This design comes from an exercise in tuning for small area on the open sky130 flow, not from production work. In this exercise RTL edits were held to simulation tests only and were not proved equivalent to the original. Power and IR drop assume default switching activity.

[flow/config.mk]
export PLATFORM = sky130hd
export DESIGN_NAME = snake_top
export DESIGN_NICKNAME = snake_top
export VERILOG_FILES = /design/flow/design.v
export SDC_FILE = /design/flow/constraint.sdc
export NUM_CORES = 4
export LEC_CHECK = 0
export CAP_MARGIN = 20
export CORE_MARGIN = 2
export CORE_UTILIZATION = 40
export SLEW_MARGIN = 20
[flow/constraint.sdc]
create_clock -name core_clock -period 20.0 [get_ports {CLOCK_50}]
set_input_delay 4.0000 -clock core_clock [delete_from_list [all_inputs] [get_ports {CLOCK_50}]]
set_output_delay 4.0000 -clock core_clock [all_outputs]
set_load 0.01 [all_outputs]
[flow/design.v]
module snake_top(
	input CLOCK_50,
	input [4:0] KEY,            
	output [3:0] VGA_R,
	output [3:0] VGA_G,
	output [3:0] VGA_B,
	output VGA_HS,
	output VGA_VS,
	output [6:0] HEX0,
	output [6:0] HEX1,
	output [6:0] HEX2,
	output [6:0] HEX3,
	output [6:0] HEX4,
	output [6:0] HEX5
);
wire reset = ~KEY[4];
reg clk25;
always @(posedge CLOCK_50 or posedge reset) begin
	if (reset)
		clk25 <= 0;
	else
		clk25 <= ~clk25;
end
reg [11:0] slowcnt;
reg move_tick;
always @(posedge CLOCK_50 or posedge reset) begin
	if (reset) begin
		slowcnt <= 0;
		move_tick <= 0;
	end else begin
		slowcnt <= slowcnt + 1;
		move_tick <= (slowcnt == 0);
	end
end
reg [1:0] direction;
always @(posedge CLOCK_50 or posedge reset) begin
	if (reset)
		direction <= 2'b01;  
	else begin
		if (KEY[0] && direction != 2'b10) direction <= 2'b00;  
		else if (KEY[1] && direction != 2'b11) direction <= 2'b01;  
		else if (KEY[2] && direction != 2'b00) direction <= 2'b10;  
		else if (KEY[3] && direction != 2'b01) direction <= 2'b11;  
	end
end
wire [639:0] snake_x;
wire [639:0] snake_y;
wire [6:0] snake_length;
wire [9:0] apple_x;
wire [9:0] apple_y;
wire game_over;
snake_engine ENGINE (
	.clk(CLOCK_50),
	.reset(reset),
	.move_tick(move_tick),
	.direction(direction),
	.snake_x(snake_x),
	.snake_y(snake_y),
	.snake_length(snake_length),
	.apple_x(apple_x),
	.apple_y(apple_y),
	.game_over(game_over)
);
wire [9:0] px, py;
wire display_on;
vga_sync VGA (
	.clk(CLOCK_50),
	.reset(reset),
	.ce(~clk25),
	.px(px),
	.py(py),
	.hsync(VGA_HS),
	.vsync(VGA_VS),
	.display_on(display_on)
);
wire [3:0] r, g, b;
game_render RENDER (
	.px(px),
	.py(py),
	.snake_x(snake_x),
	.snake_y(snake_y),
	.snake_length(snake_length),
	.apple_x(apple_x),
	.apple_y(apple_y),
	.game_over(game_over),
	.red(r),
	.green(g),
	.blue(b)
);
assign VGA_R = display_on ? r : 0;
assign VGA_G = display_on ? g : 0;
assign VGA_B = display_on ? b : 0;
wire [3:0] score_tens = (snake_length) / 10;
wire [3:0] score_ones = (snake_length) % 10;
hex_decoder H0 (score_ones, HEX0);
hex_decoder H1 (score_tens, HEX1);
assign HEX2 = 7'b1111111;
assign HEX3 = 7'b1111111;
assign HEX4 = 7'b1111111;
assign HEX5 = 7'b1111111;
endmodule
module snake_engine #(
	parameter SNAKE_MAX = 64
)(
	input clk,
	input reset,
	input move_tick,           
	input [1:0] direction,     
	output reg [10*SNAKE_MAX-1:0] snake_x,  
	output reg [10*SNAKE_MAX-1:0] snake_y,
	output reg [6:0] snake_length,
	output reg [9:0] apple_x,
	output reg [9:0] apple_y,
	output reg game_over
);
reg [9:0] head_x;
reg [9:0] head_y;
reg [9:0] food_x;
reg [9:0] food_y;
reg [5:0] lfsr_x;   
reg [4:0] lfsr_y;   
integer i, j;
reg collision;
reg [SNAKE_MAX-1:0] body_segment_on;
wire eat_food = (head_x == apple_x) && (head_y == apple_y);
always @(posedge clk or posedge reset) begin
	if (reset) begin
		game_over <= 0;
		lfsr_x <= 6'b101001;
		lfsr_y <= 5'b11011;
		apple_x <= 40/4;  
		apple_y <= 30/4;
		head_x <= 20;
		head_y <= 15;
		body_segment_on <= 64'b0000000000000000000000000000000000000000000000000000001111111111;
		snake_length <= 10;
		for (i=0; i<SNAKE_MAX; i=i+1) begin
			snake_x[i*10 +: 10] <= 20;
			snake_y[i*10 +: 10] <= 15 + i;
		end
	end else if (game_over);
	else if (move_tick) begin
		lfsr_x <= {lfsr_x[4:0], lfsr_x[5] ^ lfsr_x[2]};
		lfsr_y <= {lfsr_y[3:0], lfsr_y[4] ^ lfsr_y[2]};
		if(lfsr_x <= 1 || lfsr_x >= 39) lfsr_x <= 5;
		if(lfsr_y <= 1 || lfsr_y >= 29) lfsr_y <= 5;
		case(direction)
			2'b00: head_y <= head_y - 1;
			2'b01: head_x <= head_x + 1;
			2'b10: head_y <= head_y + 1;
			2'b11: head_x <= head_x - 1;
		endcase
		collision = 0;
		for (j=1; j<SNAKE_MAX; j=j+1) begin
			if (snake_x[j*10 +:10] == head_x && snake_y[j*10 +:10] == head_y && body_segment_on[j]) begin
				collision = 1;
			end
		end
		if(collision) begin
			game_over <= 1;
		end
		else if (head_x >= 39 || head_y >= 29 || head_x <= 1 || head_y < 1) begin
			game_over <= 1;
		end else begin
			if (eat_food) begin
				snake_length <= snake_length + 1;
				body_segment_on[snake_length] <= 1;
				apple_x <= lfsr_x % 40;
				apple_y <= lfsr_y % 30;
			end
			for (i=SNAKE_MAX-1; i>0; i=i-1) begin
				snake_x[i*10 +:10] <= snake_x[(i-1)*10 +:10];
				snake_y[i*10 +:10] <= snake_y[(i-1)*10 +:10];
			end
			snake_x[0*10 +:10] <= head_x;
			snake_y[0*10 +:10] <= head_y;
		end
	end
end
endmodule
module vga_sync(
	input clk,
	input reset,
	input ce,          
	output [9:0] px,
	output [9:0] py,
	output reg hsync,
	output reg vsync,
	output display_on
);
parameter H_VISIBLE = 640;
parameter H_FP = 16;
parameter H_SYNC = 96;
parameter H_BP = 48;
parameter H_TOTAL = 800;
parameter V_VISIBLE = 480;
parameter V_FP = 10;
parameter V_SYNC = 2;
parameter V_BP = 33;
parameter V_TOTAL = 525;
reg [9:0] hcount;
reg [9:0] vcount;
always @(posedge clk or posedge reset) begin
	if (reset) begin
		hcount <= 0;
		vcount <= 0;
	end else if (!ce) begin
	end else if (hcount == H_TOTAL-1) begin
		hcount <= 0;
		if (vcount == V_TOTAL-1)
			vcount <= 0;
		else
			vcount <= vcount + 1;
	end else begin
		hcount <= hcount + 1;
	end
end
always @(*) begin
	hsync = ~((hcount >= H_VISIBLE + H_FP) && (hcount <  H_VISIBLE + H_FP + H_SYNC));
	vsync = ~((vcount >= V_VISIBLE + V_FP) && (vcount <  V_VISIBLE + V_FP + V_SYNC));
end
assign display_on = (hcount < H_VISIBLE) && (vcount < V_VISIBLE);
assign px = hcount;
assign py = vcount;
endmodule
module game_render #(
	parameter SNAKE_MAX = 64
)(
	input [9:0] px,     
	input [9:0] py,     
	input [10*SNAKE_MAX-1:0] snake_x,
	input [10*SNAKE_MAX-1:0] snake_y,
	input [6:0] snake_length,
	input [9:0] apple_x,
	input [9:0] apple_y,
	input game_over,
	output reg [3:0] red,
	output reg [3:0] green,
	output reg [3:0] blue
);
integer i;
reg hit_snake;
reg hit_apple;
wire [9:0] cell_x = px >> 4;    
wire [9:0] cell_y = py >> 4;
always @(*) begin
	hit_snake = 0;
	hit_apple = 0;
	for (i = 0; i < 64; i = i + 1) begin
		if (i < snake_length) begin
			if (cell_x == snake_x[i*10 +: 10] &&
				cell_y == snake_y[i*10 +: 10])
				hit_snake = 1;
		end
	end
	if(cell_x == apple_x && cell_y == apple_y)
		hit_apple = 1;
	if (game_over) begin
		red = 4'hF;
		green = 4'h0;
		blue = 4'h0;
		if (px > 200 && px <= 250) begin
			if (py > 200 && py <=210) begin
				red = 4'hF;
				green = 4'hF;
				blue = 4'hF;
			end else if (py > 210 && py <= 230 && px > 200 && px <= 210) begin
				red = 4'hF;
				green = 4'hF;
				blue = 4'hF;
			end else if (py > 230 && py <= 240 && ((px > 200 && px <= 210) || (px > 230 && px <= 250))) begin
				red = 4'hF;
				green = 4'hF;
				blue = 4'hF;
			end else if (py > 240 && py <= 260 && ((px > 200 && px <= 210) || (px > 240 && px <= 250))) begin
					red = 4'hF;
					green = 4'hF;
					blue = 4'hF;
			end else if (py > 260 && py <= 270) begin
				red = 4'hF;
				green = 4'hF;
				blue = 4'hF;
			end else if (py > 280 && py <= 290) begin
				red = 4'hF;
				green = 4'hF;
				blue = 4'hF;
			end else if (py > 290 && py <= 340 && ((px > 200 && px <= 210) || (px > 240 && px <= 250))) begin
				red = 4'hF;
				green = 4'hF;
				blue = 4'hF;
			end else if (py > 340 && py <= 350) begin
				red = 4'hF;
				green = 4'hF;
				blue = 4'hF;
			end
		end else if (px > 260 && px <= 310) begin
			if (py > 200 && py <=210) begin
				red = 4'hF;
				green = 4'hF;
				blue = 4'hF;
			end else if (py > 210 && py <= 230 && ((px > 260 && px <= 270) || (px > 300 && px <= 310))) begin
				red = 4'hF;
				green = 4'hF;
				blue = 4'hF;
			end else if (py > 230 && py <=240) begin
				red = 4'hF;
				green = 4'hF;
				blue = 4'hF;
			end else if (py > 240 && py <= 270 && ((px > 260 && px <= 270) || (px > 300 && px <= 310))) begin
				red = 4'hF;
				green = 4'hF;
				blue = 4'hF;
			end else if (py > 280 && py <= 320 && ((px > 260 && px <= 270) || (px > 300 && px <= 310))) begin
				red = 4'hF;
				green = 4'hF;
				blue = 4'hF;
			end else if (py > 320 && py <= 340 && ((px > 270 && px <= 280) || (px > 290 && px <= 300))) begin
				red = 4'hF;
				green = 4'hF;
				blue = 4'hF;
			end else if (py > 340 && py <= 350 && px > 280 && px <= 290) begin
				red = 4'hF;
				green = 4'hF;
				blue = 4'hF;
			end
		end else if (px > 320 && px <= 370) begin
			if (py > 200 && py <=220 && ((px > 320 && px <= 330) || (px > 360 && px <= 370))) begin
				red = 4'hF;
				green = 4'hF;
				blue = 4'hF;
			end else if (py > 220 && py <= 230 && ((px > 320 && px <= 340) || (px > 350 && px <= 370))) begin
				red = 4'hF;
				green = 4'hF;
				blue = 4'hF;
			end else if (py > 230 && py <= 240 && ((px > 320 && px <= 330) || (px > 360 && px <= 370) || (px > 340 && px <= 350))) begin
				red = 4'hF;
				green = 4'hF;
				blue = 4'hF;
			end else if (py > 240 && py <= 270 && ((px > 320 && px <= 330) || (px > 360 && px <= 370))) begin
				red = 4'hF;
				green = 4'hF;
				blue = 4'hF;
			end else if (py > 280 && py <= 290) begin
				red = 4'hF;
				green = 4'hF;
				blue = 4'hF;
			end else if (py > 290 && py <= 310 && px > 320 && px <= 330) begin
				red = 4'hF;
				green = 4'hF;
				blue = 4'hF;
			end else if (py > 310 && py <= 320 && px > 320 && px <= 350) begin
				red = 4'hF;
				green = 4'hF;
				blue = 4'hF;
			end else if (py > 320 && py <= 340 && px > 320 && px <= 330) begin
				red = 4'hF;
				green = 4'hF;
				blue = 4'hF;
			end else if (py > 340 && py <= 350) begin
				red = 4'hF;
				green = 4'hF;
				blue = 4'hF;
			end  
		end else if (px > 380 && px <= 430) begin
			if (py > 200 && py <=210) begin
				red = 4'hF;
				green = 4'hF;
				blue = 4'hF;
			end else if (py > 210 && py <= 230 && px > 380 && px <= 390) begin
				red = 4'hF;
				green = 4'hF;
				blue = 4'hF;
			end else if (py > 230 && py <= 240 && px > 380 && px <= 410) begin
				red = 4'hF;
				green = 4'hF;
				blue = 4'hF;
			end else if (py > 240 && py <= 260 && px > 380 && px <= 390) begin
				red = 4'hF;
				green = 4'hF;
				blue = 4'hF;
			end else if (py > 260 && py <= 270) begin
				red = 4'hF;
				green = 4'hF;
				blue = 4'hF;
			end else if (py > 280 && py <= 290 && px > 380 && px <= 420  ) begin
				red = 4'hF;
				green = 4'hF;
				blue = 4'hF;
			end else if (py > 290 && py <= 310 && ((px > 380 && px <= 390) || (px > 420 && px <= 430))) begin
				red = 4'hF;
				green = 4'hF;
				blue = 4'hF;
			end else if (py > 310 && py <= 320 && px > 380 && px <= 420  ) begin
				red = 4'hF;
				green = 4'hF;
				blue = 4'hF;
			end else if (py > 320 && py <= 330 && ((px > 380 && px <= 390) || (px > 400 && px <= 410))) begin
				red = 4'hF;
				green = 4'hF;
				blue = 4'hF;
			end else if (py > 330 && py <= 340 && ((px > 380 && px <= 390) || (px > 410 && px <= 420))) begin
				red = 4'hF;
				green = 4'hF;
				blue = 4'hF;
			end else if (py > 340 && py <= 350 && ((px > 380 && px <= 390) || (px > 420 && px <= 430))) begin
				red = 4'hF;
				green = 4'hF;
				blue = 4'hF;
			end  
		end else begin
			red = 4'hF;
			green = 4'h0;
			blue = 4'h0;
		end
   end else if (hit_snake) begin
		red   = 4'h0;
		green = 4'hF;
		blue  = 4'h0;
	end else if (hit_apple) begin
		red   = 4'hF;
		green = 4'h0;
		blue  = 4'h0;
	end else if(px < 16+13 || px >= (40-1)*16 || py < 16 || py >= (30-1)*16) begin
		red = 4'h0;
		green = 4'hA;
		blue = 4'hA;
	end else begin
		red   = 4'h0;
		green = 4'h0;
		blue  = 4'h0;
	end
end
endmodule
module hex_decoder(
	input [3:0] value,
	output reg [6:0] seg       
);
always @(*) begin
	case(value)
		4'h0: seg = 7'b1000000;
		4'h1: seg = 7'b1111001;
		4'h2: seg = 7'b0100100;
		4'h3: seg = 7'b0110000;
		4'h4: seg = 7'b0011001;
		4'h5: seg = 7'b0010010;
		4'h6: seg = 7'b0000010;
		4'h7: seg = 7'b1111000;
		4'h8: seg = 7'b0000000;
		4'h9: seg = 7'b0010000;
		4'hA: seg = 7'b0001000;
		4'hB: seg = 7'b0000011;
		4'hC: seg = 7'b1000110;
		4'hD: seg = 7'b0100001;
		4'hE: seg = 7'b0000110;
		4'hF: seg = 7'b0001110;
	endcase
end
endmodule
[flow/run.sh]
#!/bin/bash
# synth_recipe.tcl (not shown) runs the flow's synth.tcl, then flattens the netlist and writes it again
# the make line also repeats each setting of config.mk as NAME=value (left out here)
make -C /OpenROAD-flow-scripts/flow DESIGN_CONFIG=/design/flow/config.mk WORK_HOME=/design/flow/orfs CLKGATE_MAP_FILE= SYNTH_SCRIPT=/design/flow/synth_recipe.tcl finish
==> notes.md <==
-- area by class of cell --
type	count	area share, %
flip-flops and latches	1436	39.8
inverters	37	0.151
clock buffers	247	5.32
repair buffers	152	1.55
diodes	2	0.00545
multi-input cells	5229	48.5
well taps	2805	3.82
clock inverters	60	0.841
-- worst max-delay path, stage by stage, from the launching register on --
cell	delay, ns
dfrtp_1	0.76
or2_1	0.36
ha_1	0.32
nand3b_1	0.18
a22oi_2	0.64
or2_2	0.26
a21oi_1	0.07
nor2_1	0.41
xnor2_1	0.12
ha_1	0.34
nand3_1	0.08
a31oi_1	0.20
nor3_1	0.10
a311oi_4	0.71
or3b_2	0.50
o21ai_0	0.10
clkdlybuf4s50_1	0.57
-- cell usage in the layout (no fill, tap or decap), types with 15 or more instances in the layout --
cell | netlist | final
clkbuf_8 | 0 | 36
clkdlybuf4s50_1 | 0 | 32
o22ai_1 | 30 | 30
mux2_1 | 1095 | 1095
nor4_1 | 454 | 448
clkinv_2 | 0 | 30
xnor2_1 | 1046 | 1046
buf_4 | 95 | 103
nand2b_1 | 20 | 20
nor3_1 | 78 | 78
clkbuf_1 | 43 | 42
and2_1 | 22 | 22
a31oi_1 | 22 | 22
conb_1 | 1 | 28
nor2_1 | 113 | 113
clkbuf_16 | 0 | 169
a21o_1 | 29 | 29
ha_1 | 38 | 38
nand4_1 | 315 | 315
mux2_4 | 120 | 120
a21oi_1 | 54 | 54
dfrtp_4 | 0 | 26
o21bai_1 | 40 | 40
dfrtp_1 | 1071 | 1045
xor2_1 | 1068 | 1068
inv_1 | 36 | 36
nor2b_1 | 17 | 17
nand2_1 | 138 | 138
bufinv_16 | 0 | 15
nand3_1 | 142 | 142
dfstp_2 | 365 | 359
mux2_2 | 60 | 60
and3_1 | 16 | 16
or4_1 | 17 | 17
o21ai_0 | 75 | 74
-- final timing paths --
check / cells past startpoint / end / slack, ns / startpoint
min in group asynchronous: 1 / slowcnt[6]$_DFF_PN0_ / 3.08 / KEY[4]
worst max register to register: 14 / ENGINE.snake_y[592]$_DFFE_PN0P_ / 11.26 / ENGINE.head_y[9]$_DFFE_PN0P_
worst min register to register: 0 / ENGINE.apple_x[8]$_DFFE_PN0P_ / 0.43 / ENGINE.apple_x[8]$_DFFE_PN0P_
worst max-delay path: 16 / HEX0[6] / 9.43 / ENGINE.snake_length[5]$_DFFE_PN0P_
max in group asynchronous: 5 / ENGINE.snake_y[627]$_DFFE_PN0P_ / 12.73 / KEY[4]
worst min-delay path: 0 / ENGINE.apple_x[8]$_DFFE_PN0P_ / 0.43 / ENGINE.apple_x[8]$_DFFE_PN0P_
-- registers in the layout (all words and copies together) (netlist names) --
signal and count:
ENGINE.apple_x 10, ENGINE.apple_y 8, ENGINE.body_segment_on 63, ENGINE.game_over 1, ENGINE.head_x 10, ENGINE.head_y 10, ENGINE.lfsr_x 6, ENGINE.lfsr_y 5
ENGINE.snake_length 7, ENGINE.snake_x 640, ENGINE.snake_y 640, VGA.hcount 10, VGA.vcount 10, clk25 1, direction 2, move_tick 1
slowcnt 12
-- logic make-up (layout without fill, tap and decap cells) --
group	Yosys count	count (layout)	share of synthesized area (%)
xor+xnor	2114	2114	21.9
flops	1436	1436	43.1
simple gates	1391	1391	9.36
mux	1287	1287	17.7
buf+inv	533	496	4.33
compound gates	369	369	2.97
fa+ha+maj	40	40	0.587
other cells	1	30	0.00444
-- metal layers --
layer | GRT usage (%) | vias up | part of all wire, %
met4 | 13.5 | 20 | 5.4
li1 | - | 24928 | -
met1 | 37.6 | 30904 | 42
met2 | 41.4 | 2661 | 44
met5 | 0 | - | 0.040
met3 | 5.84 | 706 | 8.3
-- metrics by stage --
step | setup slack (ns) | std cells | utilization [%]
after global routing | 9.10 | 9967 | 43.7
after CTS | 9.29 | 9964 | 43.7
after global placement | 10.23 | 9657 | 41.0
final | 9.43 | 9968 | 43.7
after detailed placement | 10.20 | 9657 | 41.0
after floorplan | 12.22 | 7198 | -
-- synthesized netlist by cell type (36+ instances only) --
| cell | instances |
|---|---|
| nor2_1 | 113 |
| dfrtp_1 | 1071 |
| dfstp_2 | 365 |
| mux2_1 | 1095 |
| ha_1 | 38 |
| clkbuf_1 | 43 |
| mux2_2 | 60 |
| buf_2 | 210 |
| nor3_1 | 78 |
| nand3_1 | 142 |
| inv_1 | 36 |
| o21ai_0 | 75 |
| o21bai_1 | 40 |
| xnor2_1 | 1046 |
| a21oi_1 | 54 |
| nand4_1 | 315 |
| nor4_1 | 454 |
| xor2_1 | 1068 |
| mux2_4 | 120 |
| buf_6 | 138 |
| nand2_1 | 138 |
| buf_4 | 95 |
-- power breakdown --
group          switching, mW  internal [mW]
Combinational          0.358          0.178
Sequential            0.0699           2.92
Clock                   1.32           1.88
Total                   1.75           4.98
==> flow_summary.yaml <==
status:
  status: "timing/DRC/antenna clean"
synth:
  synth_cell_types: 84
  synth_async_sr_flop_share_pct: 100
  post_synth_inst_count: 7171
  synth_seq_area_share_pct: 43.1
  synth_seq_cells: 1436
  synth_top_cell_by_area: "dfrtp_1"
  synth_area_leaders: "dfrtp_1 32%, mux2_1 15%, dfstp_2 11%"
  yosysWarnings: 5
  avgSynthCellArea_um2: 11.8
  synth_flop_cell: "dfrtp_1"
  yosysTopAreaCellShare_pct: 31.7
  synth_area_um2: 84400
  synth_edf_count: 0
placed_design:
  place_area_um2: 86000
  portBuffers: 33
  gp_congestion: 0.970
  dp_hpwl_mm: 202
power_and_ir_drop:
  vdd_drop_max_v: 0.0000631
  p_per_area_nw_per_um2: 73.3
  power.leakage_nw: 44.3
  p_total_mw: 6.73
floorplanning:
  floorplan.io_pins: 62
  die_w_um: 463
  initial_core_util_pct: 40.2
  core.rowCount: 168
  core_um2: 210000
  die_h_um: 463
  die_area_um2: 215000
drt:
  totalWireLength_mm: 302
  num_vias: 59219
  ant_nets: 0
  drc: 0
  routedWlPerCell_um: 30.3
  first_pass_iters: 7
  vias_per_cell: 5.94
  drt-initial-drc-count: 6297
critical_path:
  cp.arrival_ns: 6.57
  crit_path_start_kind: "register"
  endpoint_kind: "output pin"
  critical_path_class: "register to output pin"
  worstPathMaxFanout: 20
  cp.required_ns: 16.00
global_route:
  grt_first_pass_wirelength_mm: 440
  grt_max_degree: 181
  first_global_vias: 59873
  grt_usage_pct: 27.6
  antenna_found_initial: 16
  globalRouteOverflowTotal: 0
clocking:
  cts.sinks: 1436
  cts_tree: "done"
  worstSkewPairLatency_ns: 0.85
  cts_root_buffer: "clkbuf_16"
  cts_hold_buf: 0
  post_cts_buffers: 0
  htreeDepth: 4
  cts_buffers: 163
  path_clk_slew_ns: 0.06
  ctsResizeCount: 0
  clk_path_buf_depth: 3
sta:
  fin_tns_setup_ns: 0
  hold_violations: 0
  post-route-period-util_pct: 52.9
  max_clock_freq_mhz: 94.6
  finalSetupViolCount: 0
  fin_crit_ns: 10.57
  rsz0062_at_grt: "no"
  hold_ws_ns: 0.432
  slew_violations: 0
  tightest_slew_ns: 1.23
  slew_headroom_pct: 17.8
  clock_skew_ns: 0.0431
run:
  drv_cap: 0
cells_and_area:
  postLayoutCellArea_um2: 91800
  multi_input_area_um2: 44500
  seqCellArea_um2: 36500
  final_nets: 7063
  drive_above_1_share_pct: 13.8
  fill_cells: 19544
  area_growth_syn_to_layout_pct: 8.70
hold_path:
  min_path_type: "register to register"

[re-timing with driven ports]
The flow's constraints put no driver on any port. The routed layout listed below was extracted and timed again, unchanged, in two steps.
Step 1 sets driving cells, clkbuf_16 on the clock port and buf_2 on the other inputs (assumed; they add their load-dependent delay and slew).
Step 2 moves the port delays by t, midway between the first and last clock arrival at a register: inputs arrive t later, outputs are due t later. That takes back most of the time a late clock gives input paths.
a / b / c = no drivers / after step 1 / after step 2; a / b = the first two.
t (ns): 0.920
slack for setup (ns): 9.428 / 9.340 / 10.260
worst register clock-pin slew, ns: 0.07 / 0.07
After both steps setup and hold are still met in this run. For this run, drivers alone change the setup slack by -0.088 ns; drivers and shift together by +0.832 ns.
